Context: an optimization exercise on an open-source flow, tuned for small area and a short achievable clock period. The choices shown serve that exercise and are no tape-out recipe.
RTL that was checked went through simulation tests only; none was proved equivalent to the original.
Function not checked in runs 2 and 6: the RTL went through the layout flow alone.
No run shown here takes its clock network from TritonCTS; it comes from the design's own scripts or RTL.
No driver is modelled on the clock port, so clock power and skew are understated where the tree is cut down; a real chip needs a root buffer or a tree.
Power is estimated from default activity; no workload was simulated.

**design/flow/config.mk**
```make
export PLATFORM = sky130hd
export DESIGN_NAME = top
export DESIGN_NICKNAME = top
export VERILOG_FILES = /design/flow/design.v
export SDC_FILE = /design/flow/constraint.sdc
export NUM_CORES = 8
export LEC_CHECK = 0
export CAP_MARGIN = 20
export CORE_MARGIN = 2
export CORE_UTILIZATION = 70
export PLACE_DENSITY = 0.8
export SETUP_SLACK_MARGIN = 2.3
export SLEW_MARGIN = 20
```
**design/flow/constraint.sdc**
```tcl
create_clock -name core_clock -period 4.0 [get_ports {clk}]
set_input_delay 0.8000 -clock core_clock [delete_from_list [all_inputs] [get_ports {clk}]]
set_output_delay 0.8000 -clock core_clock [all_outputs]
set_load 0.01 [all_outputs]
```
**design/flow/design.v**
```verilog
module async_ram_sp (
	input clk, rst_n,
	input MOSI,             
	input ho_d,             
	input ho,               
	input [9:0] sr,         
	output reg [7:0] dout   
	);
function [8:0] ring_slot;    
	input [7:0] a;
	reg [4:0] r;
	reg [1:0] y;
	begin
		if (a[3:2] != 2'b11) begin
			r = {1'b0, a[7:4]};
			y = a[3:2];
		end else begin
			case (a[7:4])
			4'd0:  begin r = 5'd16; y = 2'd0; end
			4'd1:  begin r = 5'd16; y = 2'd1; end
			4'd2:  begin r = 5'd16; y = 2'd2; end
			4'd3:  begin r = 5'd17; y = 2'd0; end
			4'd4:  begin r = 5'd17; y = 2'd1; end
			4'd5:  begin r = 5'd17; y = 2'd2; end
			4'd6:  begin r = 5'd18; y = 2'd0; end
			4'd7:  begin r = 5'd18; y = 2'd1; end
			4'd8:  begin r = 5'd18; y = 2'd2; end
			4'd9:  begin r = 5'd19; y = 2'd0; end
			4'd10: begin r = 5'd19; y = 2'd1; end
			4'd11: begin r = 5'd19; y = 2'd2; end
			4'd12: begin r = 5'd20; y = 2'd0; end
			4'd13: begin r = 5'd20; y = 2'd1; end
			4'd14: begin r = 5'd20; y = 2'd2; end
			default: begin r = 5'd21; y = 2'd0; end
			endcase
		end
		ring_slot = {r, y, a[1:0]};
	end
endfunction
wire [8:0] rd_addr = ring_slot({sr[6:0], MOSI});
wire [8:0] wr_addr = ring_slot(sr[8:1]);
reg [1:0] phx, phy;
always @(posedge clk) begin
	phx <= phx + 2'd1;
	if (phx == 2'd3)
		phy <= (phy == 2'd2) ? 2'd0 : phy + 2'd1;
end
wire [1:0] nphx = phx + 2'd1;
wire [1:0] nphy = (phx != 2'd3) ? phy : (phy == 2'd2) ? 2'd0 : phy + 2'd1;
reg [4:0] r_ring, w_ring;    
reg [3:0] r_slot, w_slot;
reg pa, pw, pr;              
reg [7:0] wdata;             
reg [7:0] wbus;              
reg wp;                      
reg wzd;                     
reg [7:0] pf;                
reg w_match, r_match;        
reg [5:0] rsel_hi;           
reg [3:0] rsel_lo;           
reg [21:0] land;             
reg [7:0] tq;                
reg same_ring;               
wire c00 = pa & rst_n;
wire c01 = pw & rst_n;
wire c11 = pr & rst_n;
wire [1:0] nnphx = phx + 2'd2;
wire [1:0] nnphy = (phx[1] == 1'b0) ? phy : (phy == 2'd2) ? 2'd0 : phy + 2'd1;
reg w_match_d;
always @(posedge clk)
	w_match_d <= (nnphx == w_slot[1:0]) & ((nnphy == w_slot[3:2]) | (w_ring == 5'd21) | (w_slot[3:2] == 2'b11));
wire w_land = wp & w_match;
wire w_keep = wp & ~w_match;
wire wp_d = c01 | w_keep;
always @(posedge clk) begin
	pa <= rst_n & ho & (sr[9:8] == 2'b00);
	pw <= rst_n & ho & (sr[9:8] == 2'b01);
	pr <= rst_n & ho & (sr[9:8] == 2'b11);
	w_match <= w_match_d;
	r_match <= (nphx == r_slot[1:0]) & ((nphy == r_slot[3:2]) | (r_ring == 5'd21));
	land <= (w_match_d & wp_d) ? (22'd1 << w_ring) : 22'd0;
	rsel_hi <= 6'd1 << r_ring[4:2];
	rsel_lo <= 4'd1 << r_ring[1:0];
	same_ring <= (w_ring == r_ring);
end
wire [22*8-1:0] pre;    
genvar g;
generate
	for (g = 0; g < 22; g = g + 1) begin : rg
		localparam N = (g == 21) ? 4 : 12;
		reg [8*N-1:0] s;
		wire [7:0] nxt = land[g] ? wbus : s[8*N-1 -: 8];
		always @(posedge clk)
			s <= {s[8*N-9:0], nxt};
		assign pre[8*g +: 8] = s[8*N-9 -: 8];
	end
endgenerate
reg [7:0] grp [0:5];
reg [7:0] tq_d;
integer i, j;
always @(*) begin
	for (j = 0; j < 6; j = j + 1) begin
		grp[j] = 8'd0;
		for (i = 0; i < 4; i = i + 1)
			if (4 * j + i < 22)
				grp[j] = grp[j] | (pre[8*(4*j+i) +: 8] & {8{rsel_lo[i]}});
	end
	tq_d = 8'd0;
	for (j = 0; j < 6; j = j + 1)
		tq_d = tq_d | (grp[j] & {8{rsel_hi[j]}});
end
wire [7:0] pf_d = !r_match ? pf : (w_land && same_ring) ? wdata : tq;
wire zreq = ~rst_n | wzd;
always @(posedge clk) begin
	tq <= tq_d;
	pf <= pf_d;
	if (c01)
		wdata <= sr[8:1];
	wbus <= c01 ? sr[8:1] : wdata;
	wp <= wp_d;
	wzd <= zreq & w_keep;
	if (c00) begin
		w_ring <= wr_addr[8:4];
		w_slot <= wr_addr[3:0];
	end else if (zreq && !w_keep) begin
		w_ring <= 5'd0;
		w_slot <= 4'd0;
	end
	if (~rst_n) begin
		r_ring <= 5'd0;
		r_slot <= 4'd0;
	end else if (ho_d && sr[8:7] == 2'b10) begin
		r_ring <= rd_addr[8:4];
		r_slot <= rd_addr[3:0];
	end
	if (~rst_n)
		dout <= 8'd0;
	else if (c11)
		dout <= pf_d;
end
endmodule
module slave (
	input MOSI, SS_n, clk, rst_n,
	input [7:0] tx_data,
	output reg MISO,
	output ho_d,                 
	output reg ho,               
	output reg [9:0] shift_reg   
	);
localparam IDLE = 3'b000;
localparam CHK_CMD = 3'b001;
localparam READ_ADD = 3'b010;
localparam READ_DATA = 3'b011;
localparam WRITE = 3'b100;
reg [2:0] cs, ns;
reg [4:0] counter;
reg flag;
reg show;    
wire in_frame = (cs == READ_ADD) || (cs == READ_DATA) || (cs == WRITE);
always @(posedge clk) begin
	if (SS_n)
		counter <= 0;
	else if (cs != IDLE)
		if (cs != READ_DATA && counter == 11)
			counter <= 0;
		else if (cs == READ_DATA && counter == 20)
			counter <= 0;
		else
			counter <= counter + 1;
	else
		counter <= 0;
end
always @(posedge clk)
	shift_reg <= {shift_reg[8:0], MOSI};
always @(posedge clk) begin
	if (~rst_n) begin
		cs <= IDLE;
		flag <= 1'b0;
	end
	else begin
		cs <= ns;
		if (cs == READ_ADD)
			flag <= 1'b1;
		else if (cs == READ_DATA)
			flag <= 1'b0;
	end
end
always @(*) begin
	ns = cs;
	case (cs)
		IDLE:      ns = SS_n ? IDLE : CHK_CMD;
		CHK_CMD:   if (SS_n) ns = IDLE;
		           else if (counter != 0) ns = shift_reg[0] ? (flag ? READ_DATA : READ_ADD) : WRITE;
		READ_ADD,
		READ_DATA,
		WRITE:     if (SS_n) ns = IDLE;
		default:   ns = IDLE;
	endcase
end
assign ho_d = rst_n && !SS_n && in_frame && counter == 10;
always @(posedge clk) begin
	ho <= ho_d;
	show <= rst_n && !SS_n && cs == READ_DATA && counter >= 12 && counter <= 19;
end
wire [2:0] bit_idx = 3'd4 - counter[2:0];    
always @(posedge clk) begin
	if (~rst_n)
		MISO <= 1'b0;
	else
		MISO <= show && tx_data[bit_idx];
end
endmodule
module top (
    input clk, rst_n, MOSI, SS_n,
    output MISO
    );
wire [9:0] sr;       
wire ho_d;           
wire ho;             
wire [7:0] tx_data;  
slave dut (
    .MOSI(MOSI),
    .SS_n(SS_n),
    .clk(clk),
    .rst_n(rst_n),
    .tx_data(tx_data),
    .MISO(MISO),
    .ho_d(ho_d),
    .ho(ho),
    .shift_reg(sr)
    );
async_ram_sp my_ram (
    .clk(clk),
    .rst_n(rst_n),
    .MOSI(MOSI),
    .ho_d(ho_d),
    .ho(ho),
    .sr(sr),
    .dout(tx_data)
    );
endmodule
```
**design/flow/flow/run.sh**
```bash
#!/bin/bash
# The standard flow's own layout (standard.sh), with one change in its clock tree synthesis step:
# flow/post_cts.tcl (which runs flow/ctree.tcl), sourced at the end of ORFS's cts.tcl
# (POST_CTS_TCL), replaces the
# clock tree with a two-level one (clock port -> 4 buf_16 buffers -> 72 leaf buffers -> flip-flops).
# standard.sh's output goes to standard.log, each tool's to ORFS's own logs under orfs/logs.
set -euo pipefail
export CTS_ARGS="-sink_clustering_enable -repair_clock_nets -sink_clustering_size 26 -sink_clustering_max_diameter 80 -dont_use_dummy_load"
export POST_CTS_TCL="$PWD/flow/post_cts.tcl"
export CTREE_LEAVES=72
export CTREE_TOP=sky130_fd_sc_hd__buf_16
export CTREE_LEAF=sky130_fd_sc_hd__clkbuf_16
bash standard.sh finish > standard.log 2>&1
```
**design/flow/flow/ctree.tcl**
```tcl
# Sourced by ORFS's cts.tcl at its end (POST_CTS_TCL), after clock_tree_synthesis,
# repair_timing and detailed_placement. It replaces the clock tree with a two-level one:
#   clock port -> 4 top buffers -> CTREE_LEAVES leaf buffers -> flip-flops
# The flip-flops are split into equal-sized compact groups by recursive bisection, one leaf
# buffer at the centre of each, and the leaf buffers likewise into four groups, one top
# buffer at the centre of each. Then the port buffers get a plain buffer cell, and detailed
# placement and timing repair run again, as cts.tcl does after clock_tree_synthesis.

set ct_block [ord::get_db_block]
set ct_db [ord::get_db]
set ct_clknet [[$ct_block findBTerm clk] getNet]
set ct_nleaf [expr {[info exists ::env(CTREE_LEAVES)] ? $::env(CTREE_LEAVES) : 84}]
set ct_ntop 4
set ct_topcell [expr {[info exists ::env(CTREE_TOP)] ? $::env(CTREE_TOP) : "sky130_fd_sc_hd__clkbuf_16"}]
set ct_leafcell [expr {[info exists ::env(CTREE_LEAF)] ? $::env(CTREE_LEAF) : "sky130_fd_sc_hd__clkbuf_16"}]
# the output pin of a clock buffer (X) or inverter (Y)
proc ct_out {inst} {
  set it [$inst findITerm X]
  if {$it eq "NULL"} { set it [$inst findITerm Y] }
  return $it
}

# every clock buffer and inverter below the port, and every flip-flop clock pin
set ct_bufs {}
set ct_sinks {}
set frontier [list $ct_clknet]
while {[llength $frontier]} {
  set next {}
  foreach net $frontier {
    foreach it [$net getITerms] {
      if {![$it isInputSignal]} { continue }
      set inst [$it getInst]
      set m [[$inst getMaster] getName]
      if {[string match "*clkbuf*" $m] || [string match "*clkinv*" $m]} {
        lappend ct_bufs $inst
        lappend next [[ct_out $inst] getNet]
      } else {
        lappend ct_sinks $it
      }
    }
  }
  set frontier $next
}
puts "ctree: [llength $ct_sinks] clock pins, [llength $ct_bufs] buffers removed"
foreach it $ct_sinks { $it disconnect }
foreach inst $ct_bufs {
  set onet [[ct_out $inst] getNet]
  odb::dbInst_destroy $inst
  if {$onet ne "NULL"} { odb::dbNet_destroy $onet }
}

# items: {x y payload}; split into k groups of equal size by recursive bisection
proc ct_split {items k} {
  if {$k <= 1} { return [list $items] }
  set n [llength $items]
  set xs [lmap i $items {lindex $i 0}]
  set ys [lmap i $items {lindex $i 1}]
  set w [expr {[tcl::mathfunc::max {*}$xs] - [tcl::mathfunc::min {*}$xs]}]
  set h [expr {[tcl::mathfunc::max {*}$ys] - [tcl::mathfunc::min {*}$ys]}]
  set axis [expr {$w >= $h ? 0 : 1}]
  set sorted [lsort -real -index $axis $items]
  set k1 [expr {$k / 2}]
  set n1 [expr {int(round(double($n) * $k1 / $k))}]
  return [concat [ct_split [lrange $sorted 0 [expr {$n1 - 1}]] $k1] \
                 [ct_split [lrange $sorted $n1 end] [expr {$k - $k1}]]]
}
proc ct_centre {items} {
  set sx 0.0; set sy 0.0
  foreach i $items { set sx [expr {$sx + [lindex $i 0]}]; set sy [expr {$sy + [lindex $i 1]}] }
  set n [llength $items]
  return [list [expr {int($sx / $n)}] [expr {int($sy / $n)}]]
}
proc ct_buffer {name cell x y innet} {
  global ct_block ct_db
  set inst [odb::dbInst_create $ct_block [$ct_db findMaster $cell] $name]
  $inst setLocation $x $y
  $inst setPlacementStatus PLACED
  set net [odb::dbNet_create $ct_block "clknet_$name"]
  $net setSigType CLOCK
  [$inst findITerm A] connect $innet
  [ct_out $inst] connect $net
  return $inst
}

set items {}
foreach it $ct_sinks {
  set b [[$it getInst] getBBox]
  lappend items [list [expr {([$b xMin] + [$b xMax]) / 2}] [expr {([$b yMin] + [$b yMax]) / 2}] $it]
}
set leafgroups [ct_split $items $ct_nleaf]

# leaf buffers: first make them (their input nets come later), grouped for the top level
set litems {}
set li 0
foreach g $leafgroups {
  lassign [ct_centre $g] x y
  lappend litems [list $x $y $g $li]
  incr li
}
set topgroups [ct_split $litems $ct_ntop]
set ct_tops {}
set ti 0
foreach tg $topgroups {
  lassign [ct_centre $tg] x y
  set top [ct_buffer "clkbuf_top_$ti" $ct_topcell $x $y $ct_clknet]
  lappend ct_tops $top
  set topnet [[ct_out $top] getNet]
  foreach l $tg {
    lassign $l lx ly g idx
    set leaf [ct_buffer "clkbuf_leaf_$idx" $ct_leafcell $lx $ly $topnet]
    set lnet [[ct_out $leaf] getNet]
    foreach s $g { [lindex $s 2] connect $lnet }
  }
  incr ti
}
puts "ctree: [llength $leafgroups] leaf buffers of [llength [lindex $leafgroups 0]] to [llength [lindex $leafgroups end]] clock pins, $ct_ntop top buffers"

# plain buffers at the ports
foreach inst [$ct_block getInsts] {
  if {[regexp {^(input|output)\d+$} [$inst getName]] && [string match "*clkdlybuf*" [[$inst getMaster] getName]]} {
    $inst swapMaster [$ct_db findMaster sky130_fd_sc_hd__buf_4]
  }
}

proc ct_report {} {
  global ct_tops
  set lat {}
  foreach t $ct_tops {
    set worst 0.0
    set best 1e9
    foreach it [[[ct_out $t] getNet] getITerms] {
      if {![$it isInputSignal]} { continue }
      foreach it2 [[[ct_out [$it getInst]] getNet] getITerms] {
        if {![$it2 isInputSignal]} { continue }
        set a [get_property [get_pins [[$it2 getInst] getName]/[[$it2 getMTerm] getName]] arrival_max_rise]
        if {$a > $worst} { set worst $a }
        if {$a < $best} { set best $a }
      }
    }
    lappend lat [format "%.3f-%.3f" $best $worst]
  }
  puts "ctree: clock pin arrival per top buffer: $lat"
}

detailed_placement
set_propagated_clock [all_clocks]
estimate_parasitics -placement
ct_report
repair_timing_helper
detailed_placement
estimate_parasitics -placement
ct_report
check_placement -verbose
```
**design/flow/flow/post_cts.tcl**
```tcl
# Sourced by ORFS's cts.tcl at its end (POST_CTS_TCL), from inside a proc: run ctree.tcl,
# beside this file, at global level.
uplevel #0 [list source [file join [file dirname [file normalize [info script]]] ctree.tcl]]
```
**design/flow/standard.sh**
```bash
#!/bin/bash
# synth_recipe.tcl (not shown) runs the flow's synth.tcl, then flattens the netlist and writes it again
# the make line also repeats each setting of config.mk as NAME=value (left out here)
make -C /OpenROAD-flow-scripts/flow DESIGN_CONFIG=/design/flow/config.mk WORK_HOME=/design/flow/orfs CLKGATE_MAP_FILE= SYNTH_SCRIPT=/design/flow/synth_recipe.tcl "${@:-finish}"
```
==> results.py, run 1 <==
metrics = {
    "finish": {
        "antenna_cells": 0,
        "num-nets-final": 2938,
        "fillers": 3763,
        "syn_to_final_growth_pct": 6.276,
        "drive_gt1_share_pct": 10.92,
        "multi_input_area_um2": 4888,
        "seq_area_um2": 43750,
        "largest_reg_flops": 2048,
    },
    "setup_path": {
        "reg2reg_from": "my_ram.rsel_lo[1]$_SDFF_PP0_",
        "cp_slowest_cell": "dfxtp_1",
        "cp_top_family": "flip-flops",
        "arrival_ns": 0.91,
        "cp.buffers_inverters": 1,
        "cp.required_ns": 3.20,
        "crit_path_cell_trace": "buf_2",
        "start_kind": "register",
        "critical_path_class": "reg2out",
        "cp-startpoint": "dut.MISO$_SDFF_PN0_",
        "cpPeakStageDelay_ns": 0.32,
        "crit_path_end_kind": "primary output",
        "crit_fanout": 1,
    },
    "power": {
        "cellPowerDensity_nw_per_um2": 594.4,
        "switching_power_w": 0.005719,
        "irDropWorstVdd_mv": 0.5006,
        "swShare_pct": 18.49,
        "p_int_w": 0.02521,
        "fin_total_pwr_w": 0.03093,
        "pwr-share-comb_pct": 0.3,
        "power.leakage_nw": 20.72,
        "p_seq_share_pct": 70.4,
        "clkPwrFrac_pct": 29.3,
    },
    "synth": {
        "synth_top_cell_area_share_pct": 88.15,
        "synth-main-ff-cell": "dfxtp_1",
        "netlist-cell-type-count": 55,
        "netlist_instances": 2903,
        "avgSynthCellArea_um2": 16.87,
        "synthAdderAreaFrac_pct": 0.3066,
        "yosysMostFrequentCell": "dfxtp_1",
        "synthTopCellsByArea": "dfxtp_1 88%, mux2_2 4.2%, a22oi_1 1.6%",
        "netlist_top_cells_count": "2156 x dfxtp_1, 181 x mux2_2, 106 x a22oi_1",
        "synth_compound_area_share_pct": 2.624,
        "synth_top_family_by_area": "multiplexers",
        "synth_area_um2": 48960,
        "synthXorXnorAreaFrac_pct": 0.2325,
        "yosys.area.top_type": "dfxtp_1",
        "ys_ff_latch": 2175,
        "synth_mux_area_share_pct": 4.357,
        "ys_seq_area_share_pct": 89.32,
        "synth_nets": 2919,
        "synthSimpleGateAreaFrac_pct": 2.333,
        "synth_edf_count": 19,
        "async_flop_share_pct": 0,
        "yosysWarnings": 3,
    },
    "clock_network": {
        "path_clk_slew_ns": 0.11,
        "clkLatencyLatePin_ns": 0.49,
        "clkSinkCount": 2175,
    },
    "die": {
        "ios": 5,
        "core_area_um2": 68950,
        "initial_core_util_pct": 71.02,
        "placementRows": 96,
        "die_y_um": 268.5,
        "fp.dieW_um": 268.5,
        "dieArea_um2": 72080,
    },
    "route": {
        "via_per_inst": 5.012,
        "wl_per_cell_um": 21.07,
        "drt_iter0_drc": 1289,
        "first_pass_iters": 5,
        "drc": 0,
        "drt-total-wl_mm": 81.12,
        "drtAntennaViolNets": 0,
        "vias": 19300,
    },
    "timing": {
        "fmax_mhz": 584.4,
        "layout_min_cycle_time_ns": 1.711,
        "drv_slew": 0,
        "fin_skew_ns": 0.02138,
        "fin_crit_sh_pct": 42.78,
        "max_slew_margin_pct": 43.97,
        "finalHoldViolations": 0,
        "finalSetupViolCount": 0,
        "rsz0062_at_grt": "yes",
        "worst_pin_slew_ns": 0.8404,
        "final.setup.tns_ns": 0,
    },
    "placed_design": {
        "gp_congestion": 0.8161,
        "portBuffers": 4,
        "dp_hpwl_mm": 46.91,
    },
    "global_route": {
        "grt_max_degree": 49,
        "met1_usage_pct": 29.41,
        "grt_pass1_wl_mm": 119.7,
        "use_met2_pct": 39.39,
        "grt_usage_pct": 22.45,
        "antenna_found_initial": 0,
        "grt_pass1_vias": 20040,
        "grt-busiest-layer": "met2",
        "use_met3_pct": 2.822,
        "grt_overflow": 0,
    },
    "worst_hold_path": {
        "hp-start": "my_ram.rg[1].s[28]$_DFF_P_",
        "hp-class": "reg2reg",
    },
    "status": {
        "status": "timing/DRC/antenna clean",
    },
    "flow_run": {
        "maxCapViolations": 0,
    },
}
layout by cell type, fill, tap and decap left out, types with 4 or more instances in the layout:
cell	instances
a211oi_1	6
a21oi_1	8
a22o_1	9
a22oi_1	101
a22oi_2	5
and3_1	9
buf_16	4
buf_4	20
clkbuf_16	72
dfxtp_1	2149
dfxtp_4	4
edfxtp_1	19
ha_1	11
inv_1	12
mux2_2	181
mux2i_1	5
nand2_1	93
nand3_1	29
nor2_1	61
nor2b_1	7
nor3_1	10
nor3b_1	4
o21ai_0	11
o21ai_1	9
o32ai_1	8
xnor2_1	8
xor2_1	5
worst paths after layout:
check / to / slack (ns) / depth (start not counted)
max: MISO / 2.29 / 1
min: my_ram.rg[1].s[36]$_DFF_P_ / 0.32 / 0
max reg2reg: my_ram.tq[4]$_DFF_P_ / 2.32 / 5
min reg2reg: my_ram.rg[1].s[36]$_DFF_P_ / 0.32 / 0
power groups by stage:
stage	registers [W]	logic, W	clock network [W]
after floorplan	0.0222	0.0000665	0
after global placement	0.0223	0.0000694	0
after detailed placement	0.0223	0.0000751	0
after global routing	0.0218	0.0000925	0.00979
final	0.0218	0.0000844	0.00908
cell families after synthesis:
kind of cell	Yosys count
and+or+nand+nor	242
AOI/OAI and AO/OA	173
xor gates and xnor gates	13
DFF	2175
buffers and inverters	100
muxes	188
adders and majority gates	12
area by class of cell:
class	instances	share of cell area [%]
Timing Repair Buffer	28	0.5290
Sequential cell	2175	84.08
Tap cell	931	2.239
Inverter	12	0.08656
Buffer	76	3.674
Multi-Input combinational cell	629	9.394
layer usage:
metal,routed length [µm],vias up
li1,-,9322
met1,35920,9450
met2,40030,396
met3,2815,135
met4,2357,0
met5,0,-
through the flow:
stage,area (µm²),hold slack [ns],worst slack (ns),instances,utilization (%)
floorplan,48990,0.3096,2.190,2903,-
global route,52040,0.3304,2.244,3851,75.47
detailed placement,49930,0.3121,1.266,3763,72.42
global placement,49930,0.3096,1.345,3763,72.42
finish,52040,0.3231,2.289,3851,75.47
==> run 2: changes to the inputs <==
--- a/design/flow/design.v
+++ b/design/flow/design.v
@@ -52,3 +52,2 @@
 reg pa, pw, pr;              
-reg [7:0] wdata;             
 reg [7:0] wbus;              
@@ -111,3 +110,3 @@
 end
-wire [7:0] pf_d = !r_match ? pf : (w_land && same_ring) ? wdata : tq;
+wire [7:0] pf_d = !r_match ? pf : (w_land && same_ring) ? wbus : tq;
 wire zreq = ~rst_n | wzd;
@@ -117,4 +116,3 @@
 	if (c01)
-		wdata <= sr[8:1];
-	wbus <= c01 ? sr[8:1] : wdata;
+		wbus <= sr[8:1];
 	wp <= wp_d;
==> results.py, run 2 <==
metrics = {
    "status": {
        "status": "timing/DRC/antenna clean",
    },
    "finish": {
        "largest_reg_flops": 2048,
        "num-nets-final": 2938,
        "syn_to_final_growth_pct": 6.276,
        "final_core_util_pct": 75.47,
        "fillers": 3763,
        "final_common_cell": "dfxtp_1",
        "drive_gt1_share_pct": 10.92,
        "final_cell_mix": "2149 x dfxtp_1, 181 x mux2_2, 101 x a22oi_1",
        "antenna_cells": 0,
    },
    "synth": {
        "yosys.area.top_type": "dfxtp_1",
        "async_flop_share_pct": 0,
        "synth_top_cell_area_share_pct": 88.15,
        "synth_edf_count": 19,
        "netlist_instances": 2903,
        "avgSynthCellArea_um2": 16.87,
        "yosysMostFrequentCell": "dfxtp_1",
        "ys_seq_area_share_pct": 89.32,
        "netlist-cell-type-count": 55,
        "ys_ff_latch": 2175,
        "yosysWarnings": 3,
        "synth_nets": 2919,
        "synth-main-ff-cell": "dfxtp_1",
        "synthTopCellsByArea": "dfxtp_1 88%, mux2_2 4.2%, a22oi_1 1.6%",
        "netlist_top_cells_count": "2156 x dfxtp_1, 181 x mux2_2, 106 x a22oi_1",
        "synth_area_um2": 48960,
    },
    "global_route": {
        "antenna_found_initial": 0,
        "grt_max_degree": 49,
        "grt_usage_pct": 22.45,
        "grt_overflow": 0,
        "grt_pass1_vias": 20040,
        "grt_pass1_wl_mm": 119.7,
    },
    "route": {
        "drtAntennaViolNets": 0,
        "drt_iter0_drc": 1289,
        "via_per_inst": 5.012,
        "wl_per_cell_um": 21.07,
        "drc": 0,
        "drt-total-wl_mm": 81.12,
        "first_pass_iters": 5,
        "vias": 19300,
    },
    "die": {
        "fp.dieW_um": 268.5,
        "placementRows": 96,
        "ios": 5,
        "initial_core_util_pct": 71.02,
        "dieArea_um2": 72080,
        "core_area_um2": 68950,
        "die_y_um": 268.5,
    },
    "timing": {
        "layout_min_cycle_time_ns": 1.711,
        "fmax_mhz": 584.4,
        "whs_ns": 0.3231,
        "fin_crit_sh_pct": 42.78,
        "final.setup.tns_ns": 0,
        "timing.final.ws_setup_ns": 2.289,
        "fin_skew_ns": 0.02138,
        "finalSetupViolCount": 0,
        "max_slew_margin_pct": 43.97,
        "worst_pin_slew_ns": 0.8404,
        "drv_slew": 0,
        "finalHoldViolations": 0,
        "rsz0062_at_grt": "yes",
    },
    "placed_design": {
        "dp_hpwl_mm": 46.91,
        "pre_cts_ws_ns": 1.266,
        "gp_congestion": 0.8161,
        "portBuffers": 4,
    },
    "flow_run": {
        "maxCapViolations": 0,
    },
    "setup_path": {
        "critical_path_class": "reg2out",
        "cp.buffers_inverters": 1,
        "crit_path_cell_trace": "buf_2",
        "start_kind": "register",
        "cp_top_family": "flip-flops",
        "crit_path_end_kind": "primary output",
        "arrival_ns": 0.91,
        "crit_fanout": 1,
        "cpPeakStageDelay_ns": 0.32,
        "cp.required_ns": 3.20,
        "cp_slowest_cell": "dfxtp_1",
    },
    "worst_hold_path": {
        "hp-class": "reg2reg",
    },
    "clock_network": {
        "clkLatencyLatePin_ns": 0.49,
        "path_clk_slew_ns": 0.11,
        "clkSinkCount": 2175,
    },
    "power": {
        "cellPowerDensity_nw_per_um2": 594.4,
        "irDropWorstVdd_mv": 0.5006,
        "power.leakage_nw": 20.72,
    },
}
## run 2: cell type report
class	instances	area (µm²)	area share [%]
Timing Repair Buffer	28	275.3	0.5290
Multi-Input combinational cell	629	4888	9.394
Sequential cell	2175	43750	84.08
Buffer	76	1912	3.674
Inverter	12	45.04	0.08656
Tap cell	931	1165	2.239
## run 2: per-layer routing
layer  global-route usage (%)  vias to the layer above  wire length, µm
met5                        0                        -                0
met2                    39.39                      396            40030
met1                    29.41                     9450            35920
li1                         -                     9322                -
met4                    6.847                        0             2357
met3                    2.822                      135             2815
## run 2: final timing paths
check	cells after the start	slack (ns)	endpoint	start
min	0	0.32	my_ram.rg[1].s[36]$_DFF_P_	my_ram.rg[1].s[28]$_DFF_P_
max	1	2.29	MISO	dut.MISO$_SDFF_PN0_
max reg2reg	5	2.32	my_ram.tq[4]$_DFF_P_	my_ram.rsel_lo[1]$_SDFF_PP0_
min reg2reg	0	0.32	my_ram.rg[1].s[36]$_DFF_P_	my_ram.rg[1].s[28]$_DFF_P_
## run 2: where the power goes
part | switching [W] | internal, W
registers | 0.0000422 | 0.0217
logic | 0.0000454 | 0.0000390
clock network | 0.00563 | 0.00345
## run 2: cells by family (layout without fill, tap and decap cells)
logic type	count (synthesis)	after routing	share of synthesized area, %
and+or+nand+nor	242	242	2.333
xor gates and xnor gates	13	13	0.2325
muxes	188	188	4.357
AOI/OAI and AO/OA	173	174	2.624
buffers and inverters	100	116	0.8305
adders and majority gates	12	12	0.3066
DFF	2175	2175	89.32
## run 2: metrics by stage
stage	cells	power, W	cell area (µm²)
finish	3851	0.03093	52040
global route	3851	0.03167	52040
detailed placement	3763	0.02234	49930
global placement	3763	0.02233	49930
floorplan	2903	0.02231	48990
==> run 3: changes to the inputs <==
--- a/design/flow/design.v
+++ b/design/flow/design.v
@@ -52,2 +52,3 @@
 reg pa, pw, pr;              
+reg [7:0] wdata;             
 reg [7:0] wbus;              
@@ -110,3 +111,3 @@
 end
-wire [7:0] pf_d = !r_match ? pf : (w_land && same_ring) ? wbus : tq;
+wire [7:0] pf_d = !r_match ? pf : (w_land && same_ring) ? wdata : tq;
 wire zreq = ~rst_n | wzd;
@@ -116,3 +117,4 @@
 	if (c01)
-		wbus <= sr[8:1];
+		wdata <= sr[8:1];
+	wbus <= c01 ? sr[8:1] : wdata;
 	wp <= wp_d;
--- a/design/flow/flow/run.sh
+++ b/design/flow/flow/run.sh
@@ -4,3 +4,3 @@
 # (POST_CTS_TCL), replaces the
-# clock tree with a two-level one (clock port -> 4 buf_16 buffers -> 72 leaf buffers -> flip-flops).
+# clock tree with a two-level one (clock port -> 4 buf_16 buffers -> 72 buf_12 leaf buffers -> flip-flops).
 # standard.sh's output goes to standard.log, each tool's to ORFS's own logs under orfs/logs.
@@ -11,3 +11,3 @@
 export CTREE_TOP=sky130_fd_sc_hd__buf_16
-export CTREE_LEAF=sky130_fd_sc_hd__clkbuf_16
+export CTREE_LEAF=sky130_fd_sc_hd__buf_12
 bash standard.sh finish > standard.log 2>&1
==> results.py, run 3 <==
metrics = {
    "setup_path": {
        "crit_fanout": 1,
        "r2r_end": "my_ram.tq[7]$_DFF_P_",
        "cp_top_family": "flip-flops",
        "arrival_ns": 0.90,
        "cp_slowest_cell": "dfxtp_1",
        "cp.buffers_inverters": 1,
        "critical_path_depth": 1,
        "cp.required_ns": 3.20,
        "cpPeakStageDelay_ns": 0.32,
        "reg2reg_from": "my_ram.rsel_lo[1]$_SDFF_PP0_",
        "crit_end": "MISO",
        "r2r_slack_ns": 2.34,
        "critical_path_class": "reg2out",
        "cp-startpoint": "dut.MISO$_SDFF_PN0_",
        "crit_path_cell_trace": "buf_2",
        "ff2ff_path_depth": 5,
        "crit_path_end_kind": "primary output",
        "start_kind": "register",
    },
    "finish": {
        "drive_gt1_share_pct": 11.02,
        "syn_to_final_growth_pct": 5.589,
        "antenna_cells": 0,
        "num-nets-final": 2939,
        "final_common_cell": "dfxtp_1",
        "fillers": 3800,
        "final_cell_mix": "2148 x dfxtp_1, 181 x mux2_2, 101 x a22oi_1",
        "final_core_util_pct": 74.99,
        "largest_reg_flops": 2048,
    },
    "global_route": {
        "grt_pass1_wl_mm": 118.4,
        "grt_pass1_vias": 19870,
        "grt_overflow": 0,
        "grt_usage_pct": 22.32,
        "antenna_found_initial": 2,
        "grt_max_degree": 32,
    },
    "timing": {
        "drv_slew": 0,
        "rsz0062_at_grt": "yes",
        "max_slew_margin_pct": 46.65,
        "fmax_mhz": 587.5,
        "finalSetupViolCount": 0,
        "layout_min_cycle_time_ns": 1.702,
        "fin_crit_sh_pct": 42.55,
        "final.setup.tns_ns": 0,
        "finalHoldViolations": 0,
        "fin_skew_ns": 0.01478,
        "worst_pin_slew_ns": 0.8002,
    },
    "power": {
        "p_seq_share_pct": 71.2,
        "cellPowerDensity_nw_per_um2": 591.2,
        "pwr-share-comb_pct": 0.3,
        "switching_power_w": 0.005799,
        "irDropWorstVdd_mv": 0.5137,
        "p_int_w": 0.02477,
        "clkPwrFrac_pct": 28.5,
        "swShare_pct": 18.97,
        "power.leakage_nw": 20.51,
    },
    "worst_hold_path": {
        "hp-start": "my_ram.rg[7].s[74]$_DFF_P_",
        "hp-class": "reg2reg",
    },
    "synth": {
        "yosysWarnings": 3,
        "netlist_instances": 2903,
        "synthTopCellsByArea": "dfxtp_1 88%, mux2_2 4.2%, a22oi_1 1.6%",
        "synth_area_um2": 48960,
        "async_flop_share_pct": 0,
        "synth-main-ff-cell": "dfxtp_1",
        "ys_seq_area_share_pct": 89.32,
        "yosysMostFrequentCell": "dfxtp_1",
        "avgSynthCellArea_um2": 16.87,
        "synth_nets": 2919,
        "ys_ff_latch": 2175,
        "yosys.area.top_type": "dfxtp_1",
        "netlist_top_cells_count": "2156 x dfxtp_1, 181 x mux2_2, 106 x a22oi_1",
        "netlist-cell-type-count": 55,
        "synth_edf_count": 19,
        "synth_top_cell_area_share_pct": 88.15,
    },
    "die": {
        "dieArea_um2": 72080,
        "initial_core_util_pct": 71.02,
        "placementRows": 96,
        "core_area_um2": 68950,
        "die_y_um": 268.5,
        "fp.dieW_um": 268.5,
        "ios": 5,
    },
    "flow_run": {
        "maxCapViolations": 0,
    },
    "route": {
        "drtAntennaViolNets": 0,
        "drt_iter0_drc": 1363,
        "first_pass_iters": 5,
        "drt-total-wl_mm": 80.72,
        "via_per_inst": 4.999,
        "vias": 19260,
        "drc": 0,
        "wl_per_cell_um": 20.96,
    },
    "clock_network": {
        "path_clk_slew_ns": 0.12,
        "clkSinkCount": 2175,
        "clkLatencyLatePin_ns": 0.46,
    },
    "placed_design": {
        "portBuffers": 4,
        "gp_congestion": 0.8161,
        "dp_hpwl_mm": 46.91,
    },
    "status": {
        "status": "timing/DRC/antenna clean",
    },
}
## run 3: cell counts after synthesis
Identical to the previous run, type by type.
## run 3: cells by family after synthesis
logic type | after synthesis | synth area share, %
flip-flops | 2175 | 89.32
AND/OR/NAND/NOR | 242 | 2.333
multiplexers | 188 | 4.357
AO/OA/AOI/OAI | 173 | 2.624
buffers and inverters | 100 | 0.8305
XOR/XNOR | 13 | 0.2325
adder cells (fa/ha/maj) | 12 | 0.3066
## run 3: metrics by stage
step | setup slack, ns | area [µm²] | hold slack, ns | std cells | power, W
after floorplan | 2.190 | 48990 | 0.3096 | 2903 | 0.02231
final | 2.298 | 51700 | 0.3240 | 3852 | 0.03057
after detailed placement | 1.266 | 49930 | 0.3121 | 3763 | 0.02234
after global placement | 1.345 | 49930 | 0.3096 | 3763 | 0.02233
after global routing | 2.260 | 51700 | 0.3298 | 3852 | 0.03129
## run 3: layout make-up
class	instances	area, µm²	area share [%]
well taps	931	1165	2.253
repair buffers	29	290.3	0.5615
plain buffers	76	1551	3.001
flip-flops and latches	2175	43750	84.63
multi-input cells	629	4896	9.470
inverters	12	45.04	0.08712
## run 3: how the worst min path moves through the flow
stage | end | slack [ns] | depth (start not counted)
finish | my_ram.rg[7].s[82]$_DFF_P_ | 0.32 | 0
global route | my_ram.rg[4].s[20]$_DFF_P_ | 0.33 | 0
detailed placement | my_ram.rg[11].s[16]$_DFF_P_ | 0.31 | 0
global placement | my_ram.rg[11].s[75]$_DFF_P_ | 0.31 | 0
floorplan | my_ram.rg[0].s[10]$_DFF_P_ | 0.31 | 0
## run 3: per-layer routing
metal  track usage (%)  part of all wire [%]  vias to the layer above
met5                 0                 0.028                        -
met4             7.598                   3.6                        4
met3             3.087                   3.6                      160
met2             38.38                    49                      399
met1             29.44                    44                     9366
li1                  -                     -                     9327
## run 3: power by group through the flow
stage	Sequential, W	Clock [W]	Combinational (W)
after global placement	0.0223	0	0.0000694
final	0.0218	0.00872	0.0000845
after global routing	0.0218	0.00942	0.0000925
after detailed placement	0.0223	0	0.0000751
after floorplan	0.0222	0	0.0000665
==> run 4: changes to the inputs <==
--- a/design/flow/config.mk
+++ b/design/flow/config.mk
@@ -9,4 +9,4 @@
 export CORE_MARGIN = 2
-export CORE_UTILIZATION = 70
-export PLACE_DENSITY = 0.8
+export CORE_UTILIZATION = 78
+export PLACE_DENSITY = 0.86
 export SETUP_SLACK_MARGIN = 2.3
==> results.py, run 4 <==
metrics = {
    "finish": {
        "fillers": 2432,
        "largest_reg_flops": 2048,
        "antenna_cells": 0,
        "syn_to_final_growth_pct": 5.816,
        "final_core_util_pct": 83.65,
        "drive_gt1_share_pct": 11.83,
        "num-nets-final": 2951,
        "final_cell_mix": "2148 x dfxtp_1, 181 x mux2_2, 94 x a22oi_1",
        "final_common_cell": "dfxtp_1",
        "instances_no_fill": 3770,
    },
    "synth": {
        "synthTopCellsByArea": "dfxtp_1 88%, mux2_2 4.2%, a22oi_1 1.6%",
        "ys_seq_area_share_pct": 89.32,
        "yosysMostFrequentCell": "dfxtp_1",
        "netlist_instances": 2903,
        "synth-main-ff-cell": "dfxtp_1",
        "synth_area_um2": 48960,
        "yosys.area.top_type": "dfxtp_1",
        "synth_edf_count": 19,
        "synth_top_cell_area_share_pct": 88.15,
        "netlist_top_cells_count": "2156 x dfxtp_1, 181 x mux2_2, 106 x a22oi_1",
        "yosysWarnings": 3,
        "netlist-cell-type-count": 55,
        "avgSynthCellArea_um2": 16.87,
        "synth_nets": 2919,
        "ys_ff_latch": 2175,
        "async_flop_share_pct": 0,
    },
    "status": {
        "status": "timing/DRC/antenna clean",
    },
    "placed_design": {
        "place_inst": 3668,
        "dp_hpwl_mm": 49.53,
        "gp_congestion": 0.8397,
        "portBuffers": 4,
        "pre_cts_ws_ns": 1.240,
    },
    "timing": {
        "timing.final.ws_setup_ns": 2.038,
        "finalSetupViolCount": 0,
        "fmax_mhz": 509.7,
        "layout_min_cycle_time_ns": 1.962,
        "fin_crit_sh_pct": 49.05,
        "drv_slew": 0,
        "finalHoldViolations": 0,
        "max_slew_margin_pct": 42.12,
        "rsz0062_at_grt": "yes",
        "fin_skew_ns": 0.02201,
        "whs_ns": 0.3227,
        "worst_pin_slew_ns": 0.8681,
        "final.setup.tns_ns": 0,
    },
    "route": {
        "drt-total-wl_mm": 98.54,
        "first_pass_iters": 6,
        "drc": 0,
        "drt_iter0_drc": 1855,
        "drtAntennaViolNets": 0,
        "via_per_inst": 5.441,
        "vias": 20510,
        "wl_per_cell_um": 26.14,
    },
    "die": {
        "initial_core_util_pct": 79.05,
        "dieArea_um2": 64790,
        "fp.dieW_um": 254.5,
        "ios": 5,
        "placementRows": 91,
        "die_y_um": 254.5,
        "core_area_um2": 61940,
    },
    "worst_hold_path": {
        "hp-class": "reg2reg",
        "hp-start": "my_ram.rg[5].s[19]$_DFF_P_",
    },
    "clock_network": {
        "path_clk_slew_ns": 0.12,
        "clkSinkCount": 2175,
        "clkLatencyLatePin_ns": 0.48,
    },
    "setup_path": {
        "cp.required_ns": 4.31,
        "reg2reg_from": "my_ram.wdata[5]$_DFFE_PP_",
        "cp-startpoint": "my_ram.wdata[5]$_DFFE_PP_",
        "critical_path_class": "reg2reg",
        "crit_path_end_kind": "register",
        "arrival_ns": 2.28,
        "start_kind": "register",
        "crit_fanout": 11,
    },
    "power": {
        "clkPwrFrac_pct": 28.7,
        "pwr-share-comb_pct": 0.4,
        "switching_power_w": 0.005891,
        "p_int_w": 0.02477,
        "irDropWorstVdd_mv": 0.5902,
        "swShare_pct": 19.21,
        "cellPowerDensity_nw_per_um2": 591.9,
        "power.leakage_nw": 20.60,
        "p_seq_share_pct": 71.0,
    },
    "global_route": {
        "grt_overflow": 0,
        "grt_pass1_vias": 21780,
        "grt_pass1_wl_mm": 141.7,
        "grt_max_degree": 32,
        "grt_usage_pct": 30.53,
        "antenna_found_initial": 1,
    },
    "flow_run": {
        "maxCapViolations": 0,
    },
}
run 4: cell counts after synthesis:
Identical to the previous run, type by type.
run 4: final cells by class:
type / instances / area, µm² / share of cell area [%]
flip-flops and latches: 2175 / 43750 / 84.45
well taps: 837 / 1047 / 2.021
inverters: 12 / 45.04 / 0.08694
multi-input cells: 629 / 4965 / 9.582
plain buffers: 76 / 1551 / 2.995
repair buffers: 41 / 450.4 / 0.8694
run 4: logic make-up (layout without fill, tap and decap cells):
logic type / count (synthesis) / in the layout / share of synthesized area, %
compound gates: 173 / 174 / 2.624
flops: 2175 / 2175 / 89.32
buf+inv: 100 / 129 / 0.8305
simple gates: 242 / 242 / 2.333
xor+xnor: 13 / 13 / 0.2325
fa+ha+maj: 12 / 12 / 0.3066
mux: 188 / 188 / 4.357
run 4: path summary, 6_finish.rpt:
path	to	slack (ns)	cells after the start
setup / recovery	my_ram.dout[5]$_SDFFE_PN0P_	2.04	4
hold / removal	my_ram.rg[5].s[27]$_DFF_P_	0.32	0
setup reg to reg	my_ram.dout[5]$_SDFFE_PN0P_	2.04	4
hold reg to reg	my_ram.rg[5].s[27]$_DFF_P_	0.32	0
run 4: power groups by stage:
stage                     Combinational, W  Sequential, W  Clock (W)
after global placement           0.0000698         0.0223          0
after detailed placement         0.0000763         0.0223          0
final                             0.000108         0.0218    0.00879
after floorplan                  0.0000665         0.0222          0
after global routing              0.000113         0.0218    0.00935
run 4: routing by layer:
layer,share of wire (%),up-vias,GRT usage [%]
met4,5.0,0,13.65
met3,4.9,303,4.195
li1,-,9352,-
met1,39,10090,37.10
met2,51,768,54.55
met5,0,-,0
run 4: stage by stage:
step	cell area (µm²)	power, W
final	51810	0.03067
after global routing	51810	0.03124
after detailed placement	49790	0.02234
after global placement	49790	0.02233
after floorplan	48990	0.02231
run 4: critical path, stage by stage (launching register included):
cell and delay [ns]:
edfxtp_1 0.57, buf_4 0.33, nand2_1 0.08, and3_1 0.25
o32ai_1 0.56
==> run 5: changes to the inputs <==
--- a/design/flow/flow/run.sh
+++ b/design/flow/flow/run.sh
@@ -4,3 +4,3 @@
 # (POST_CTS_TCL), replaces the
-# clock tree with a two-level one (clock port -> 4 buf_16 buffers -> 72 buf_12 leaf buffers -> flip-flops).
+# clock tree with a two-level one (clock port -> 4 buf_16 buffers -> 96 buf_8 leaf buffers -> flip-flops).
 # standard.sh's output goes to standard.log, each tool's to ORFS's own logs under orfs/logs.
@@ -9,5 +9,5 @@
 export POST_CTS_TCL="$PWD/flow/post_cts.tcl"
-export CTREE_LEAVES=72
+export CTREE_LEAVES=96
 export CTREE_TOP=sky130_fd_sc_hd__buf_16
-export CTREE_LEAF=sky130_fd_sc_hd__buf_12
+export CTREE_LEAF=sky130_fd_sc_hd__buf_8
 bash standard.sh finish > standard.log 2>&1
--- a/design/flow/config.mk
+++ b/design/flow/config.mk
@@ -9,4 +9,4 @@
 export CORE_MARGIN = 2
-export CORE_UTILIZATION = 78
-export PLACE_DENSITY = 0.86
+export CORE_UTILIZATION = 70
+export PLACE_DENSITY = 0.8
 export SETUP_SLACK_MARGIN = 2.3
==> results.py, run 5 <==
metrics = {
    "setup_path": {
        "ff2ff_path_depth": 5,
        "arrival_ns": 2.07,
        "crit_path_end_kind": "register",
        "critical_path_class": "reg2reg",
        "cp.required_ns": 4.35,
        "crit_fanout": 27,
        "cp-startpoint": "my_ram.rsel_lo[1]$_SDFF_PP0_",
        "start_kind": "register",
        "reg2reg_from": "my_ram.rsel_lo[1]$_SDFF_PP0_",
    },
    "synth": {
        "netlist_instances": 2903,
        "netlist_top_cells_count": "2156 x dfxtp_1, 181 x mux2_2, 106 x a22oi_1",
        "netlist-cell-type-count": 55,
        "ys_seq_area_share_pct": 89.32,
        "synthSimpleGateAreaFrac_pct": 2.333,
        "yosysWarnings": 3,
        "synthAdderAreaFrac_pct": 0.3066,
        "synth_top_family_by_area": "multiplexers",
        "synth_compound_area_share_pct": 2.624,
        "avgSynthCellArea_um2": 16.87,
        "synth-main-ff-cell": "dfxtp_1",
        "async_flop_share_pct": 0,
        "synth_area_um2": 48960,
        "synthXorXnorAreaFrac_pct": 0.2325,
        "ys_ff_latch": 2175,
        "synthTopCellsByArea": "dfxtp_1 88%, mux2_2 4.2%, a22oi_1 1.6%",
        "yosys.area.top_type": "dfxtp_1",
        "synth_top_cell_area_share_pct": 88.15,
        "yosysMostFrequentCell": "dfxtp_1",
        "synth_edf_count": 19,
        "synth_mux_area_share_pct": 4.357,
        "synth_nets": 2919,
    },
    "status": {
        "status": "timing/DRC/antenna clean",
    },
    "clock_network": {
        "clkLatencyLatePin_ns": 0.48,
        "clkSinkCount": 2175,
        "path_clk_slew_ns": 0.11,
    },
    "timing": {
        "finalHoldViolations": 0,
        "finalSetupViolCount": 0,
        "fin_skew_ns": 0.02099,
        "fin_crit_sh_pct": 42.95,
        "drv_slew": 0,
        "final.setup.tns_ns": 0,
        "rsz0062_at_grt": "yes",
        "max_slew_margin_pct": 46.69,
        "fmax_mhz": 582.1,
        "worst_pin_slew_ns": 0.7996,
        "layout_min_cycle_time_ns": 1.718,
    },
    "finish": {
        "final_cell_mix": "2148 x dfxtp_1, 181 x mux2_2, 101 x a22oi_1",
        "antenna_cells": 0,
        "final_common_cell": "dfxtp_1",
        "largest_reg_flops": 2048,
        "syn_to_final_growth_pct": 5.624,
        "drive_gt1_share_pct": 11.84,
        "num-nets-final": 2965,
    },
    "power": {
        "cellPowerDensity_nw_per_um2": 587.6,
        "power.leakage_nw": 20.56,
        "fin_total_pwr_w": 0.03039,
        "irDropWorstVdd_mv": 0.4952,
    },
    "global_route": {
        "grt_pass1_vias": 20100,
        "grt_overflow": 0,
        "grt_max_degree": 28,
        "antenna_found_initial": 1,
        "grt_usage_pct": 22.35,
        "grt_pass1_wl_mm": 118.8,
    },
    "die": {
        "initial_core_util_pct": 71.02,
        "die_y_um": 268.5,
        "fp.dieW_um": 268.5,
        "ios": 5,
        "placementRows": 96,
        "core_area_um2": 68950,
        "dieArea_um2": 72080,
    },
    "placed_design": {
        "gp_congestion": 0.8161,
        "dp_hpwl_mm": 46.91,
        "portBuffers": 4,
    },
    "route": {
        "first_pass_iters": 5,
        "drt_iter0_drc": 1443,
        "drc": 0,
        "vias": 19440,
        "wl_per_cell_um": 20.78,
        "drt-total-wl_mm": 80.59,
        "drtAntennaViolNets": 0,
        "via_per_inst": 5.012,
    },
    "flow_run": {
        "maxCapViolations": 0,
    },
    "worst_hold_path": {
        "hp-start": "my_ram.rg[0].s[38]$_DFF_P_",
        "hp-class": "reg2reg",
        "whs_path_depth": 0,
    },
}
## run 5: area by class of cell
type                            instances  area (µm²)
Inverter                               12       45.04
Timing Repair Buffer                   31       297.8
Buffer                                100        1551
Multi-Input combinational cell        629        4908
Sequential cell                      2175       43750
Tap cell                              931        1165
Fill cell                            3828       17230
## run 5: metal layers
metal  vias to the layer above  part of all wire [%]  global-route usage [%]
met1                      9431                    44                   29.62
met5                         -                 0.016                       0
met2                       444                    48                   38.00
met3                       181                   3.7                   2.685
li1                       9379                     -                       -
met4                         2                   4.0                   8.844
## run 5: final timing paths
kind,end,slack [ns]
max,my_ram.tq[7]$_DFF_P_,2.28
min,my_ram.rg[0].s[46]$_DFF_P_,0.32
max reg2reg,my_ram.tq[7]$_DFF_P_,2.28
min reg2reg,my_ram.rg[0].s[46]$_DFF_P_,0.32
## run 5: critical path, cell delays in order, from the launching register on
cell     delay, ns
dfxtp_4       0.49
buf_12        0.23
a22oi_1       0.18
nand2_1       0.11
a22oi_1       0.42
nand3_1       0.13
## run 5: kinds of logic (layout without fill, tap and decap cells)
| family | Yosys count | in the layout |
|---|---|---|
| compound gates | 173 | 174 |
| xor+xnor | 13 | 13 |
| fa+ha+maj | 12 | 12 |
| buf+inv | 100 | 143 |
| flops | 2175 | 2175 |
| mux | 188 | 188 |
| simple gates | 242 | 242 |
## run 5: power breakdown
group / internal (W) / switching, W / total (W)
logic: 0.0000399 / 0.0000466 / 0.0000866
registers: 0.0217 / 0.0000409 / 0.0218
clock network: 0.00281 / 0.00573 / 0.00854
## run 5: through the flow
step	hold WS (ns)	utilization (%)	std cells	instance area, µm²	worst slack (ns)
2_1_floorplan	0.3096	-	2903	48990	2.190
3_3_place_gp	0.3096	72.42	3763	49930	1.345
3_5_place_dp	0.3121	72.42	3763	49930	1.266
5_1_grt	0.3322	75.01	3878	51720	2.239
6_report	0.3153	75.01	3878	51720	2.282
==> run 6: changes to the inputs <==
--- a/design/flow/design.v
+++ b/design/flow/design.v
@@ -10,29 +10,15 @@
 	input [7:0] a;
-	reg [4:0] r;
-	reg [1:0] y;
+	reg [3:0] q;
+	reg [2:0] d;     
+	reg [1:0] m;     
 	begin
-		if (a[3:2] != 2'b11) begin
-			r = {1'b0, a[7:4]};
-			y = a[3:2];
-		end else begin
-			case (a[7:4])
-			4'd0:  begin r = 5'd16; y = 2'd0; end
-			4'd1:  begin r = 5'd16; y = 2'd1; end
-			4'd2:  begin r = 5'd16; y = 2'd2; end
-			4'd3:  begin r = 5'd17; y = 2'd0; end
-			4'd4:  begin r = 5'd17; y = 2'd1; end
-			4'd5:  begin r = 5'd17; y = 2'd2; end
-			4'd6:  begin r = 5'd18; y = 2'd0; end
-			4'd7:  begin r = 5'd18; y = 2'd1; end
-			4'd8:  begin r = 5'd18; y = 2'd2; end
-			4'd9:  begin r = 5'd19; y = 2'd0; end
-			4'd10: begin r = 5'd19; y = 2'd1; end
-			4'd11: begin r = 5'd19; y = 2'd2; end
-			4'd12: begin r = 5'd20; y = 2'd0; end
-			4'd13: begin r = 5'd20; y = 2'd1; end
-			4'd14: begin r = 5'd20; y = 2'd2; end
-			default: begin r = 5'd21; y = 2'd0; end
-			endcase
-		end
-		ring_slot = {r, y, a[1:0]};
+		q = a[7:4];
+		d = (q >= 4'd15) ? 3'd5 : (q >= 4'd12) ? 3'd4 : (q >= 4'd9) ? 3'd3 :
+		    (q >= 4'd6) ? 3'd2 : (q >= 4'd3) ? 3'd1 : 3'd0;
+		m = (q == 4'd1 || q == 4'd4 || q == 4'd7 || q == 4'd10 || q == 4'd13) ? 2'd1 :
+		    (q == 4'd2 || q == 4'd5 || q == 4'd8 || q == 4'd11 || q == 4'd14) ? 2'd2 : 2'd0;
+		if (a[3:2] != 2'b11)
+			ring_slot = {1'b0, q, a[3:0]};
+		else
+			ring_slot = {2'b10, d, m, a[1:0]};
 	end
@@ -40,3 +26,3 @@
 wire [8:0] rd_addr = ring_slot({sr[6:0], MOSI});
-wire [8:0] wr_addr = ring_slot(sr[8:1]);
+wire [8:0] wr_addr = ring_slot(sr[7:0]);
 reg [1:0] phx, phy;
@@ -49,6 +35,7 @@
 wire [1:0] nphy = (phx != 2'd3) ? phy : (phy == 2'd2) ? 2'd0 : phy + 2'd1;
+wire [1:0] nnphx = phx + 2'd2;
+wire [1:0] nnphy = (phx[1] == 1'b0) ? phy : (phy == 2'd2) ? 2'd0 : phy + 2'd1;
 reg [4:0] r_ring, w_ring;    
 reg [3:0] r_slot, w_slot;
-reg pa, pw, pr;              
-reg [7:0] wdata;             
+reg pw, pr;                  
 reg [7:0] wbus;              
@@ -58,27 +45,27 @@
 reg w_match, r_match;        
+reg w_match_d;               
 reg [5:0] rsel_hi;           
 reg [3:0] rsel_lo;           
-reg [21:0] land;             
+reg [5:0] land_hi;           
+reg [3:0] land_lo;           
 reg [7:0] tq;                
 reg same_ring;               
-wire c00 = pa & rst_n;
-wire c01 = pw & rst_n;
-wire c11 = pr & rst_n;
-wire [1:0] nnphx = phx + 2'd2;
-wire [1:0] nnphy = (phx[1] == 1'b0) ? phy : (phy == 2'd2) ? 2'd0 : phy + 2'd1;
-reg w_match_d;
-always @(posedge clk)
+wire hv = ho & rst_n;                        
+wire w_act = (pw & rst_n) | wp;              
+wire w_land = w_act & w_match;               
+wire wp_d = w_act & ~w_match;                
+wire pw_d = hv & (sr[9:8] == 2'b01);
+wire lands = rst_n | wp;                     
+wire r_new = ho_d & (sr[8:7] == 2'b10);
+wire [4:0] nr_ring = ~rst_n ? 5'd0 : r_new ? rd_addr[8:4] : r_ring;
+always @(posedge clk) begin
+	pw <= pw_d;
+	pr <= hv & (sr[9:8] == 2'b11);
 	w_match_d <= (nnphx == w_slot[1:0]) & ((nnphy == w_slot[3:2]) | (w_ring == 5'd21) | (w_slot[3:2] == 2'b11));
-wire w_land = wp & w_match;
-wire w_keep = wp & ~w_match;
-wire wp_d = c01 | w_keep;
-always @(posedge clk) begin
-	pa <= rst_n & ho & (sr[9:8] == 2'b00);
-	pw <= rst_n & ho & (sr[9:8] == 2'b01);
-	pr <= rst_n & ho & (sr[9:8] == 2'b11);
 	w_match <= w_match_d;
 	r_match <= (nphx == r_slot[1:0]) & ((nphy == r_slot[3:2]) | (r_ring == 5'd21));
-	land <= (w_match_d & wp_d) ? (22'd1 << w_ring) : 22'd0;
-	rsel_hi <= 6'd1 << r_ring[4:2];
-	rsel_lo <= 4'd1 << r_ring[1:0];
+	land_hi <= (w_match_d & (pw_d | wp_d)) ? (6'd1 << w_ring[4:2]) : 6'd0;
+	land_lo <= 4'd1 << w_ring[1:0];
+	rsel_hi <= 6'd1 << nr_ring[4:2];
+	rsel_lo <= 4'd1 << nr_ring[1:0];
 	same_ring <= (w_ring == r_ring);
@@ -91,3 +78,3 @@
 		reg [8*N-1:0] s;
-		wire [7:0] nxt = land[g] ? wbus : s[8*N-1 -: 8];
+		wire [7:0] nxt = (land_hi[g / 4] & land_lo[g % 4] & lands) ? wbus : s[8*N-1 -: 8];
 		always @(posedge clk)
@@ -97,17 +84,9 @@
 endgenerate
-reg [7:0] grp [0:5];
 reg [7:0] tq_d;
-integer i, j;
+integer i;
 always @(*) begin
-	for (j = 0; j < 6; j = j + 1) begin
-		grp[j] = 8'd0;
-		for (i = 0; i < 4; i = i + 1)
-			if (4 * j + i < 22)
-				grp[j] = grp[j] | (pre[8*(4*j+i) +: 8] & {8{rsel_lo[i]}});
-	end
 	tq_d = 8'd0;
-	for (j = 0; j < 6; j = j + 1)
-		tq_d = tq_d | (grp[j] & {8{rsel_hi[j]}});
-end
-wire [7:0] pf_d = !r_match ? pf : (w_land && same_ring) ? wdata : tq;
+	for (i = 0; i < 22; i = i + 1)
+		tq_d = tq_d | (pre[8*i +: 8] & {8{rsel_hi[i / 4] & rsel_lo[i % 4]}});
+end
 wire zreq = ~rst_n | wzd;
@@ -115,12 +94,12 @@
 	tq <= tq_d;
-	pf <= pf_d;
-	if (c01)
-		wdata <= sr[8:1];
-	wbus <= c01 ? sr[8:1] : wdata;
+	if (r_match)
+		pf <= (w_land && same_ring) ? wbus : tq;
+	if (pw_d)
+		wbus <= sr[7:0];
 	wp <= wp_d;
-	wzd <= zreq & w_keep;
-	if (c00) begin
+	wzd <= zreq & wp_d;
+	if (hv && sr[9:8] == 2'b00) begin
 		w_ring <= wr_addr[8:4];
 		w_slot <= wr_addr[3:0];
-	end else if (zreq && !w_keep) begin
+	end else if (zreq && !wp_d) begin
 		w_ring <= 5'd0;
@@ -131,3 +110,3 @@
 		r_slot <= 4'd0;
-	end else if (ho_d && sr[8:7] == 2'b10) begin
+	end else if (r_new) begin
 		r_ring <= rd_addr[8:4];
@@ -137,4 +116,4 @@
 		dout <= 8'd0;
-	else if (c11)
-		dout <= pf_d;
+	else if (pr)
+		dout <= pf;
 end
--- a/design/flow/flow/run.sh
+++ b/design/flow/flow/run.sh
@@ -4,3 +4,3 @@
 # (POST_CTS_TCL), replaces the
-# clock tree with a two-level one (clock port -> 4 buf_16 buffers -> 96 buf_8 leaf buffers -> flip-flops).
+# clock tree with a two-level one (clock port -> 4 buffers -> 72 leaf buffers -> flip-flops).
 # standard.sh's output goes to standard.log, each tool's to ORFS's own logs under orfs/logs.
@@ -9,5 +9,5 @@
 export POST_CTS_TCL="$PWD/flow/post_cts.tcl"
-export CTREE_LEAVES=96
-export CTREE_TOP=sky130_fd_sc_hd__buf_16
-export CTREE_LEAF=sky130_fd_sc_hd__buf_8
+export CTREE_LEAVES=72
+export CTREE_TOP=sky130_fd_sc_hd__clkbuf_16
+export CTREE_LEAF=sky130_fd_sc_hd__clkbuf_16
 bash standard.sh finish > standard.log 2>&1
==> results.py, run 6 <==
metrics = {
    "status": {
        "status": "timing/DRC/antenna clean",
    },
    "timing": {
        "max_slew_margin_pct": 39.86,
        "finalSetupViolCount": 0,
        "worst_pin_slew_ns": 0.9009,
        "rsz0062_at_grt": "yes",
        "final.setup.tns_ns": 0,
        "fin_skew_ns": 0.02201,
        "fmax_mhz": 389.6,
        "drv_slew": 0,
        "finalHoldViolations": 0,
        "layout_min_cycle_time_ns": 2.567,
        "fin_crit_sh_pct": 64.17,
    },
    "power": {
        "p_seq_share_pct": 70.4,
        "switching_power_w": 0.005625,
        "p_int_w": 0.02488,
        "clkPwrFrac_pct": 29.3,
        "pwr-share-comb_pct": 0.3,
        "irDropWorstVdd_mv": 0.4196,
        "cellPowerDensity_nw_per_um2": 585.1,
        "swShare_pct": 18.44,
        "power.leakage_nw": 21.04,
        "fin_total_pwr_w": 0.03051,
    },
    "finish": {
        "instances_no_fill": 3759,
        "final_cell_mix": "2106 x dfxtp_1, 184 x mux2_2, 76 x clkbuf_16",
        "drive_gt1_share_pct": 14.43,
        "final_common_cell": "dfxtp_1",
        "num-nets-final": 2886,
        "syn_to_final_growth_pct": 7.992,
        "largest_reg_flops": 2048,
    },
    "synth": {
        "synthTopCellsByArea": "dfxtp_1 88%, mux2_2 4.3%, edfxtp_1 1.7%",
        "synth_top_cell_area_share_pct": 88.10,
        "synth_edf_count": 27,
        "ys_seq_area_share_pct": 89.78,
        "synth-main-ff-cell": "dfxtp_1",
        "netlist_top_cells_count": "2125 x dfxtp_1, 186 x mux2_2, 63 x nand2_1",
        "netlist-cell-type-count": 55,
        "synth_nets": 2810,
        "avgSynthCellArea_um2": 17.23,
        "async_flop_share_pct": 0,
        "yosysWarnings": 2,
        "yosysMostFrequentCell": "dfxtp_1",
        "netlist_instances": 2802,
        "yosys.area.top_type": "dfxtp_1",
        "ys_ff_latch": 2152,
        "synth_area_um2": 48290,
    },
    "setup_path": {
        "crit_top_cell": "a222oi_1",
        "crit_fanout": 2,
        "crit_path_end_kind": "register",
        "cp.buffers_inverters": 1,
        "cpPeakStageDelay_ns": 0.78,
        "crit_path_cell_trace": "a222oi_1, inv_1, a222oi_1, nand4_1",
        "cp.required_ns": 4.34,
        "arrival_ns": 2.91,
        "start_kind": "register",
        "cp_slowest_cell": "a222oi_1",
        "cp_top_family": "compound AO/OA/AOI/OAI gates",
        "critical_path_class": "reg2reg",
    },
    "route": {
        "wl_per_cell_um": 22.66,
        "first_pass_iters": 5,
        "wl_met3_mm": 3.903,
        "drc": 0,
        "topRoutingLayerUsed": "met5",
        "dr_wl_met2_mm": 39.97,
        "vias": 19330,
        "via_per_inst": 5.143,
        "drtAntennaViolNets": 0,
        "drt-total-wl_mm": 85.17,
        "drt_iter0_drc": 1505,
        "wl_met1_mm": 37.18,
    },
    "global_route": {
        "grt_overflow": 0,
        "grt_pass1_wl_mm": 124.5,
        "grt_usage_pct": 24.11,
        "antenna_found_initial": 4,
        "grt_max_degree": 31,
        "grt_pass1_vias": 20010,
    },
    "placed_design": {
        "gp_congestion": 0.8386,
        "place_inst": 3656,
        "dp_hpwl_mm": 48.41,
        "portBuffers": 4,
    },
    "die": {
        "fp.dieW_um": 266.6,
        "initial_core_util_pct": 70.52,
        "placementRows": 96,
        "core_area_um2": 68470,
        "ios": 5,
        "die_y_um": 266.6,
        "dieArea_um2": 71090,
    },
    "clock_network": {
        "path_clk_slew_ns": 0.11,
        "clkSinkCount": 2152,
        "clkLatencyLatePin_ns": 0.51,
    },
    "worst_hold_path": {
        "hp-class": "reg2reg",
    },
    "flow_run": {
        "maxCapViolations": 0,
    },
}
==> run 6: cell count changes after synthesis, moves of 8 or more <==
cell	change
a22oi_1	-59
mux2i_1	+11
edfxtp_1	+8
nor2_1	-11
dfxtp_1	-31
ha_1	-8
o32ai_1	-8
inv_1	+16
clkbuf_1	-21
and3_1	-8
nand3_1	-11
a222oi_1	+27
o21ai_1	-9
nand2_1	-31
==> run 6: final timing paths <==
check	from	endpoint	slack, ns	cells past startpoint
worst max-delay path	my_ram.rsel_lo[0]$_SDFF_PP0_	my_ram.tq[5]$_DFF_P_	1.43	4
worst min-delay path	my_ram.rg[1].s[71]$_DFF_P_	my_ram.rg[1].s[79]$_DFF_P_	0.32	0
worst max register to register	my_ram.rsel_lo[0]$_SDFF_PP0_	my_ram.tq[5]$_DFF_P_	1.43	4
worst min register to register	my_ram.rg[1].s[71]$_DFF_P_	my_ram.rg[1].s[79]$_DFF_P_	0.32	0
==> run 6: power by group through the flow <==
stage               clock, W  combinational, W  sequential [W]
floorplan                  0         0.0000546          0.0220
detailed placement         0         0.0000672          0.0220
finish               0.00895         0.0000775          0.0215
global placement           0         0.0000640          0.0220
global route         0.00971         0.0000835          0.0215
==> run 6: layout make-up <==
cell class / count / area (µm²)
Buffer: 76 / 1902
Timing Repair Buffer: 56 / 586.8
Fill cell: 3512 / 16320
Tap cell: 882 / 1104
Inverter: 28 / 111.4
Antenna cell: 1 / 2.502
Multi-Input combinational cell: 564 / 5040
Sequential cell: 2152 / 43400
==> run 6: worst register-to-register path: stages, from the launching register on <==
cell	delay, ns
dfxtp_4	0.38
a222oi_1	0.78
inv_1	0.20
a222oi_1	0.77
nand4_1	0.27
==> run 6: metal layers <==
metal,vias to the layer above,global-route usage [%]
met5,-,0
met4,4,10.63
met3,190,3.727
met2,494,39.44
met1,9473,32.24
li1,9170,-
==> run 6: kinds of logic (layout without fill, tap and decap cells) <==
kind of cell,Yosys count,count (layout),share of synthesized area (%)
AOI/OAI and AO/OA,143,143,2.376
xor gates and xnor gates,15,15,0.2721
buffers and inverters,86,160,0.6970
and+or+nand+nor,197,197,1.975
DFF,2152,2152,89.78
other,0,1,0
muxes,205,205,4.794
adders and majority gates,4,4,0.1037
==> run 6: through the flow <==
stage | setup slack, ns | utilization [%] | hold slack, ns | instance area (µm²)
final | 1.433 | 76.16 | 0.3159 | 52140
after global routing | 1.550 | 76.16 | 0.3359 | 52140
after detailed placement | 0.6238 | 72.46 | 0.3121 | 49610
after global placement | 0.7060 | 72.46 | 0.3095 | 49610
after floorplan | 2.101 | - | 0.3096 | 48530

-- separate check: timing with driven ports --
The flow's constraints put no driver on any port. The routed layouts listed below were extracted and timed again, unchanged, in two steps. Step 1: set_driving_cell puts a clkbuf_16 on clk and a buf_2 on each other input, an assumption about the parent block. Step 2 also shifts input and output timing later by t, the mid clock arrival at the registers, as if the neighbouring blocks saw the same clock. Slacks: ideal ports / drivers / drivers and shift; pairs: ideal ports / drivers.
run	t (ns)	setup slack, ns	hold WS [ns]	clock arrival spread, ns	worst register clock-pin slew, ns
run 1	0.621	2.289 / 2.141 / 1.953	0.323 / 0.312 / 0.323	0.024 / 0.023	0.11 / 0.11
run 2	0.621	2.289 / 2.141 / 1.953	0.323 / 0.312 / 0.323	0.024 / 0.023	0.11 / 0.11
run 3	0.606	2.298 / 2.150 / 1.947	0.324 / 0.324 / 0.324	0.018 / 0.018	0.12 / 0.12
run 4	0.615	2.038 / 2.038 / 1.714	0.323 / 0.311 / 0.323	0.025 / 0.025	0.12 / 0.12
run 5	0.609	2.282 / 2.146 / 1.950	0.315 / 0.316 / 0.316	0.025 / 0.025	0.12 / 0.12
run 6	0.636	1.433 / 1.433 / 1.433	0.316 / 0.311 / 0.316	0.025 / 0.026	0.11 / 0.11
After both steps setup and hold are still met in every run listed. The setup slack of run 3, which loses most, moves by -0.148 ns with the drivers and by -0.351 ns with both steps.
